This design comes from an exercise in tuning for a short achievable clock period and few clock cycles on the open sky130 flow, not from production work.
Only simulation tests tie the RTL to the original design; equivalence was not proved.
Power is estimated from default activity; no workload was simulated.

==> job 9660 <==
// PROCESSOR
module PROCESSOR(
			input wire Clk,
			input wire Resetin,
			output wire [9:0] imem_addr,
			input wire [31:0] imem_data,
			output wire [9:0] dmem_addr,
			output wire [31:0] dmem_wdata,
			output wire dmem_we,
			input wire [31:0] dmem_rdata
    );
export LEC_CHECK = 0
export ABC_CLOCK_PERIOD_IN_PS = 3000
export CAP_MARGIN = 20
export CORE_MARGIN = 2
export CORE_UTILIZATION = 40
export PLACE_DENSITY = 0.6
export SLEW_MARGIN = 20
create_clock -name core_clock -period 10.0 [get_ports {Clk}]
standard.sh (not shown) runs the stock make flow with config.mk's settings and CLKGATE_MAP_FILE= SYNTH_SCRIPT=/design/flow/synth_recipe.tcl, a recipe that flattens the netlist after the stock synthesis.
==> flow/flow/run.sh <==
#!/bin/bash
# Standard layout, with repair_timing aiming for extra setup slack.
set -euo pipefail
bash standard.sh SETUP_SLACK_MARGIN=6.8 finish > standard.log 2>&1
==> job 6374 (differences from job 9660) <==
--- a/flow/design.v
+++ b/flow/design.v
@@ -35,36 +35,73 @@
 				g[i] = g[i] | (p[i] & g[i-d]);
 				p[i] = p[i] & p[i-d];
 			end
 		ksadd = t ^ {g[30:0], cin};
 	end
 endfunction
+function [9:0] ksadd10(input [9:0] x, input [9:0] y, input cin);
+	reg [9:0] g, p, t;
+	integer i, d;
+	begin
+		g = x & y;
+		p = x ^ y;
+		t = p;
+		g[0] = g[0] | (p[0] & cin);
+		for (d = 1; d < 10; d = d * 2)
+			for (i = 9; i >= d; i = i - 1) begin
+				g[i] = g[i] | (p[i] & g[i-d]);
+				p[i] = p[i] & p[i-d];
+			end
+		ksadd10 = t ^ {g[8:0], cin};
+	end
+endfunction
 wire       stall_d;
 wire       eq_e;
 reg        r_eq_e, r_ne_e;
-reg  [9:0] rtgt_e, rtgtp1_e;
+reg  [9:0] pcp1_e, off_e;
+reg        pred_e;
+wire [9:0] rtgt_e   = pred_e ? pcp1_e : ksadd10(pcp1_e, off_e, 1'b0);
+wire [9:0] rtgtp1_e = pred_e ? pcp1_e + 10'd1 : ksadd10(pcp1_e, off_e, 1'b1);
 reg  [9:0] pc_f, pcp1_f;
 wire [31:0] ir_d = imem_data;
 wire [5:0] op_d  = ir_d[31:26];
-wire       pred_d  = (op_d == OP_B) | (((op_d == OP_BEQ) | (op_d == OP_BNE)) & ir_d[15]);
-wire [9:0] tgt_d   = pcp1_f + ir_d[9:0];
-wire [9:0] tgtp1_d = pcp1_f + ir_d[9:0] + 10'd1;
+reg  [1:0] bht [0:31];
+reg [31:0] bht_v, tk_bk, tk_fw;
+wire [4:0] bidx_d = pcp1_f[4:0];
+reg        pk_v, pk_bk, pk_fw;
+wire       bpred_d = pk_v ? (ir_d[15] ? pk_bk : pk_fw) : ir_d[15];
+wire       pred_d  = (op_d == OP_B) | (((op_d == OP_BEQ) | (op_d == OP_BNE)) & bpred_d);
+wire [9:0] tgt_d   = ksadd10(pcp1_f, ir_d[9:0], 1'b0);
+wire [9:0] tgtp1_d = ksadd10(pcp1_f, ir_d[9:0], 1'b1);
+wire [9:0] pcp2_f  = pcp1_f + 10'd1;
 assign imem_addr = pc_f;
 wire [9:0] pc_norm   = stall_d ? pc_f   : (pred_d ? tgt_d   : pcp1_f);
-wire [9:0] pcp1_norm = stall_d ? pcp1_f : (pred_d ? tgtp1_d : pcp1_f + 10'd1);
+wire [9:0] pcp1_norm = stall_d ? pcp1_f : (pred_d ? tgtp1_d : pcp2_f);
 wire [9:0] pc_eq     = r_eq_e ? rtgt_e   : pc_norm;
 wire [9:0] pc_ne     = r_ne_e ? rtgt_e   : pc_norm;
 wire [9:0] pcp1_eq   = r_eq_e ? rtgtp1_e : pcp1_norm;
 wire [9:0] pcp1_ne   = r_ne_e ? rtgtp1_e : pcp1_norm;
 always @(posedge Clk) begin
-	if (Resetin) begin
+	if (Resetin)
+	begin
 		pc_f   <= 10'd0;
 		pcp1_f <= 10'd1;
 	end else begin
 		pc_f   <= eq_e ? pc_eq   : pc_ne;
 		pcp1_f <= eq_e ? pcp1_eq : pcp1_ne;
+	end
+end
+wire pk_norm = stall_d ? pk_v : !pred_d;
+always @(posedge Clk) begin
+	if (Resetin)
+		pk_v <= 1'b0;
+	else
+		pk_v <= eq_e ? (!r_eq_e & pk_norm) : (!r_ne_e & pk_norm);
+	if (!stall_d) begin
+		pk_bk <= tk_bk[pcp2_f[4:0]];
+		pk_fw <= tk_fw[pcp2_f[4:0]];
 	end
 end
 wire [4:0] rs_d = ir_d[25:21];
 wire [4:0] rd_d = ir_d[20:16];
 wire [4:0] rt_d = ir_d[15:11];
 wire [3:0] fn_d = ir_d[3:0];
@@ -100,20 +137,20 @@
 wire wr_d     = (is_alu_d | is_imm_d | is_ld_d) & (rd_d != 5'd0);
 wire useimm_d = is_imm_d | is_ld_d | is_st_d;
 wire [31:0] imm_d = is_lui_d ? {ir_d[15:0], 16'b0} :
                     (is_andi_d | is_ori_d) ? {16'b0, ir_d[15:0]} :
                     {{16{ir_d[15]}}, ir_d[15:0]};
 wire       nz_d   = |ir_d[9:0];
-wire [9:0] rtgt_d = pred_d ? pcp1_f : tgt_d;
 reg [31:0] rf [1:31];
 wire [31:0] rf_rs = rf[rs_d];
 wire [31:0] rf_rt = rf[rt_d];
 wire [31:0] rf_rd = rf[rd_d];
 reg        wr_m, ld_m, lb_m, we_m;
 reg  [4:0] rd_m;
-reg [31:0] res_m, wdata_m, wbv_w;
+reg [31:0] res_m, wdata_m, wbv_w, wbvb_w;
+reg  [9:0] addr_m;
 wire [31:0] ldv_m = lb_m ? {24'b0, dmem_rdata[7:0]} : dmem_rdata;
 wire [31:0] wbv_m = ld_m ? ldv_m : res_m;
 reg        v_e, wr_e, ld_e;
 reg  [4:0] rd_e;
 wire hitE_s = wr_e & (rd_e == rs_d);
 wire hitE_t = wr_e & (rd_e == rt_d);
@@ -122,80 +159,89 @@
 wire hitM_t = wr_m & (rd_m == rt_d);
 wire hitM_d = wr_m & (rd_m == rd_d);
 assign stall_d = ld_e & ((use1_d & hitE_s) | (usert_d & hitE_t) | (userd_d & hitE_d));
 reg [31:0] rs_e, rt_e, rdv_e, imm_e;
 reg        a_res, a_w, a_rf;
 reg        b_res, b_w, b_rf, b_imm;
+reg        b_resn, b_rfn;
 reg        c_res, c_w, c_rf;
 reg        st_e, sb_e, lb_e;
-reg        s_add, s_sub, s_and, s_or, s_not, s_sra, s_srl, s_sll, s_rol, s_ror;
+reg        bc_e, beq_e;
+reg  [4:0] bidx_e;
+reg        s_ar, s_sub, s_and, s_or, s_not, s_sra, s_srl, s_sll, s_rol, s_ror;
 wire go_eq = !stall_d & !r_eq_e;
 wire go_ne = !stall_d & !r_ne_e;
 wire go_d  = eq_e ? go_eq : go_ne;
 wire brc_d = (is_beq_d | is_bne_d) & nz_d;
 always @(posedge Clk) begin
 	if (Resetin) begin
 		v_e    <= 1'b0;
 		wr_e   <= 1'b0;
 		ld_e   <= 1'b0;
 		st_e   <= 1'b0;
 		r_eq_e <= 1'b0;
 		r_ne_e <= 1'b0;
+		bc_e   <= 1'b0;
 	end else begin
+		bc_e   <= go_d & brc_d;
 		v_e    <= go_d;
 		wr_e   <= go_d & wr_d;
 		ld_e   <= go_d & is_ld_d;
 		st_e   <= go_d & is_st_d;
 		r_eq_e <= go_d & brc_d & (is_beq_d ? !pred_d : pred_d);
 		r_ne_e <= go_d & brc_d & (is_bne_d ? !pred_d : pred_d);
 	end
 	rd_e   <= rd_d;
 	rs_e   <= rf_rs;
 	rt_e   <= rf_rt;
 	rdv_e  <= rf_rd;
-	imm_e  <= imm_d;
+	imm_e  <= (f_sub_d & (rt_d == 5'd0)) ? 32'hffffffff : imm_d;
 	a_res  <= hitE_s;
 	a_w    <= !hitE_s & hitM_s;
 	a_rf   <= !hitE_s & !hitM_s & (rs_d != 5'd0);
-	b_imm  <= useimm_d;
-	b_res  <= !useimm_d & hitE_t;
+	b_imm  <= useimm_d | (f_sub_d & (rt_d == 5'd0));
+	b_res  <= !useimm_d & !f_sub_d & hitE_t;
 	b_w    <= !useimm_d & !hitE_t & hitM_t;
-	b_rf   <= !useimm_d & !hitE_t & !hitM_t & (rt_d != 5'd0);
+	b_rf   <= !useimm_d & !f_sub_d & !hitE_t & !hitM_t & (rt_d != 5'd0);
+	b_resn <= f_sub_d & hitE_t;
+	b_rfn  <= f_sub_d & !hitE_t & !hitM_t & (rt_d != 5'd0);
 	c_res  <= hitE_d;
 	c_w    <= !hitE_d & hitM_d;
 	c_rf   <= !hitE_d & !hitM_d & (rd_d != 5'd0);
 	sb_e   <= is_sb_d;
 	lb_e   <= is_lb_d;
-	rtgt_e <= rtgt_d;
-	rtgtp1_e <= rtgt_d + 10'd1;
-	s_add <= f_add_d | is_li_d | is_lui_d | is_ld_d | is_st_d;
+	pcp1_e   <= pcp1_f;
+	off_e    <= ir_d[9:0];
+	pred_e   <= pred_d;
+	beq_e    <= is_beq_d;
+	bidx_e   <= bidx_d;
+	s_ar  <= f_add_d | f_sub_d | is_li_d | is_lui_d | is_ld_d | is_st_d;
 	s_sub <= f_sub_d;
 	s_and <= f_and_d | is_andi_d;
 	s_or  <= f_or_d | is_ori_d;
 	s_not <= f_not_d;
 	s_sra <= f_sra_d;
 	s_srl <= f_srl_d;
 	s_sll <= f_sll_d;
 	s_rol <= f_rol_d;
 	s_ror <= f_ror_d;
 end
 wire [31:0] A = ({32{a_res}} & res_m) | ({32{a_w}} & wbv_w) | ({32{a_rf}} & rs_e);
-wire [31:0] B = ({32{b_res}} & res_m) | ({32{b_w}} & wbv_w) | ({32{b_rf}} & rt_e) | ({32{b_imm}} & imm_e);
+wire [31:0] B = ({32{b_res}} & res_m) | ({32{b_w}} & wbvb_w) | ({32{b_rf}} & rt_e) | ({32{b_imm}} & imm_e)
+              | ({32{b_resn}} & ~res_m) | ({32{b_rfn}} & ~rt_e);
 wire [31:0] C = ({32{c_res}} & res_m) | ({32{c_w}} & wbv_w) | ({32{c_rf}} & rdv_e);
-wire [31:0] sum = ksadd(A, B, 1'b0);
-wire [31:0] dif = ksadd(A, ~B, 1'b1);
-wire [31:0] res_e = ({32{s_add}} & sum)
-                  | ({32{s_sub}} & dif)
-                  | ({32{s_and}} & (A & B))
-                  | ({32{s_or}}  & (A | B))
-                  | ({32{s_not}} & ~A)
-                  | ({32{s_sra}} & {A[31], A[31:1]})
-                  | ({32{s_srl}} & {1'b0, A[31:1]})
-                  | ({32{s_sll}} & {A[30:0], 1'b0})
-                  | ({32{s_rol}} & {A[30:0], A[31]})
-                  | ({32{s_ror}} & {A[0], A[31:1]});
+wire [31:0] sum = ksadd(A, B, s_sub);
+wire [31:0] lres_e = ({32{s_and}} & (A & B))
+                   | ({32{s_or}}  & (A | B))
+                   | ({32{s_not}} & ~A)
+                   | ({32{s_sra}} & {A[31], A[31:1]})
+                   | ({32{s_srl}} & {1'b0, A[31:1]})
+                   | ({32{s_sll}} & {A[30:0], 1'b0})
+                   | ({32{s_rol}} & {A[30:0], A[31]})
+                   | ({32{s_ror}} & {A[0], A[31:1]});
+wire [31:0] res_e = s_ar ? sum : lres_e;
 assign eq_e = (A == C);
 always @(posedge Clk) begin
 	if (Resetin) begin
 		wr_m <= 1'b0;
 		we_m <= 1'b0;
 	end else begin
@@ -203,16 +249,46 @@
 		we_m <= st_e;
 	end
 	ld_m    <= ld_e;
 	lb_m    <= lb_e;
 	rd_m    <= rd_e;
 	res_m   <= res_e;
+	if (ld_e | st_e)
+		addr_m <= res_e[11:2];
 	wdata_m <= sb_e ? {24'b0, C[7:0]} : C;
 	wbv_w   <= wbv_m;
+	wbvb_w  <= f_sub_d ? ~wbv_m : wbv_m;   
 end
 always @(posedge Clk)
 	if (wr_m)
 		rf[rd_m] <= wbv_m;
-assign dmem_addr  = res_m[11:2];
+reg       bu_v, bu_t;
+reg [4:0] bu_idx;
+always @(posedge Clk) begin
+	if (Resetin)
+		bu_v <= 1'b0;
+	else
+		bu_v <= bc_e;
+	bu_t   <= !(beq_e ^ eq_e);
+	bu_idx <= bidx_e;
+end
+wire [1:0] bht_old = bht[bu_idx];
+wire [1:0] bht_new = !bht_v[bu_idx] ? (bu_t ? 2'b10 : 2'b01) :
+                     bu_t ? ((bht_old == 2'b11) ? 2'b11 : bht_old + 2'b01) :
+                            ((bht_old == 2'b00) ? 2'b00 : bht_old - 2'b01);
+always @(posedge Clk) begin
+	if (Resetin) begin
+		bht_v <= 32'd0;
+		tk_bk <= 32'hffffffff;
+		tk_fw <= 32'd0;
+	end else if (bu_v) begin
+		bht_v[bu_idx] <= 1'b1;
+		tk_bk[bu_idx] <= bht_new[1];
+		tk_fw[bu_idx] <= bht_new[1];
+	end
+	if (bu_v)
+		bht[bu_idx] <= bht_new;
+end
+assign dmem_addr  = addr_m;
 assign dmem_wdata = wdata_m;
 assign dmem_we    = we_m;
 endmodule
==> flow/flow/run.sh (replaced) <==
#!/bin/bash
# Standard layout, with repair_timing aiming for extra setup slack.
set -euo pipefail
bash standard.sh SETUP_SLACK_MARGIN=6.6 finish > standard.log 2>&1
Settings changed: ABC_CLOCK_PERIOD_IN_PS 3000 to 1500.
==> comparison <==
Against job 6374, the wire length of job 9660 is lower by about 2%. Combinational power: job 9660 is higher than job 6374 (36%). In job 6374 the area after synthesis is larger than in job 9660, by about 12%. Core utilization: job 6374 is lower than job 9660 (3.3 points). Between job 6374 and job 9660, the lower via count is in job 9660 (gap about 10%, measured against job 9660). Critical path depth is the same in job 6374 and job 9660. Between job 9660 and job 6374, the lower fmax is in job 9660 (gap about 3%, measured against job 6374). Of job 9660 and job 6374, job 6374 has the higher clock power (gap 15%, measured against job 6374). Between job 6374 and job 9660, the lower design area is in job 9660 (gap about 5.6%, measured against job 9660). Of job 9660 and job 6374, job 6374 has the higher register-to-register slack (gap 0.11 ns). Between job 6374 and job 9660, the lower synthesized cell count is in job 9660 (gap 21%, measured against job 9660).
Testbench counts of job 9660, summed over its fixed seeds: cycles 34,408.
Testbench counts of job 6374, summed over its fixed seeds: cycles 34,240.

==> port drivers added, routing unchanged <==
Ports are ideal in the flow. The routed layouts listed here were re-timed in OpenROAD. Step 1 sets driving cells, clkbuf_16 on the clock port and buf_2 on the other inputs (assumed; they add their load-dependent delay and slew). Step 2 adds t to the input delays and takes it off the output delays; t is the mean of the earliest and latest rising clock arrival at the registers after step 1. Input paths then give back, and output paths get back, about the clock's delay inside the block. Slacks: ideal ports / drivers / drivers and shift; pairs: ideal ports / drivers.
run | t (ns) | slack for setup (ns) | worst setup path at the end | slew at the worst register clock pin (ns)
job 9660 | 0.886 | 6.259 / 6.259 / 5.432 | input to register | 0.07 / 0.07
job 6374 | 0.887 | 6.373 / 6.373 / 5.528 | input to register | 0.07 / 0.07
After both steps every run listed still meets setup and hold. The setup slack of job 6374, which loses most, moves by 0.000 ns with the drivers and by -0.845 ns with both steps.
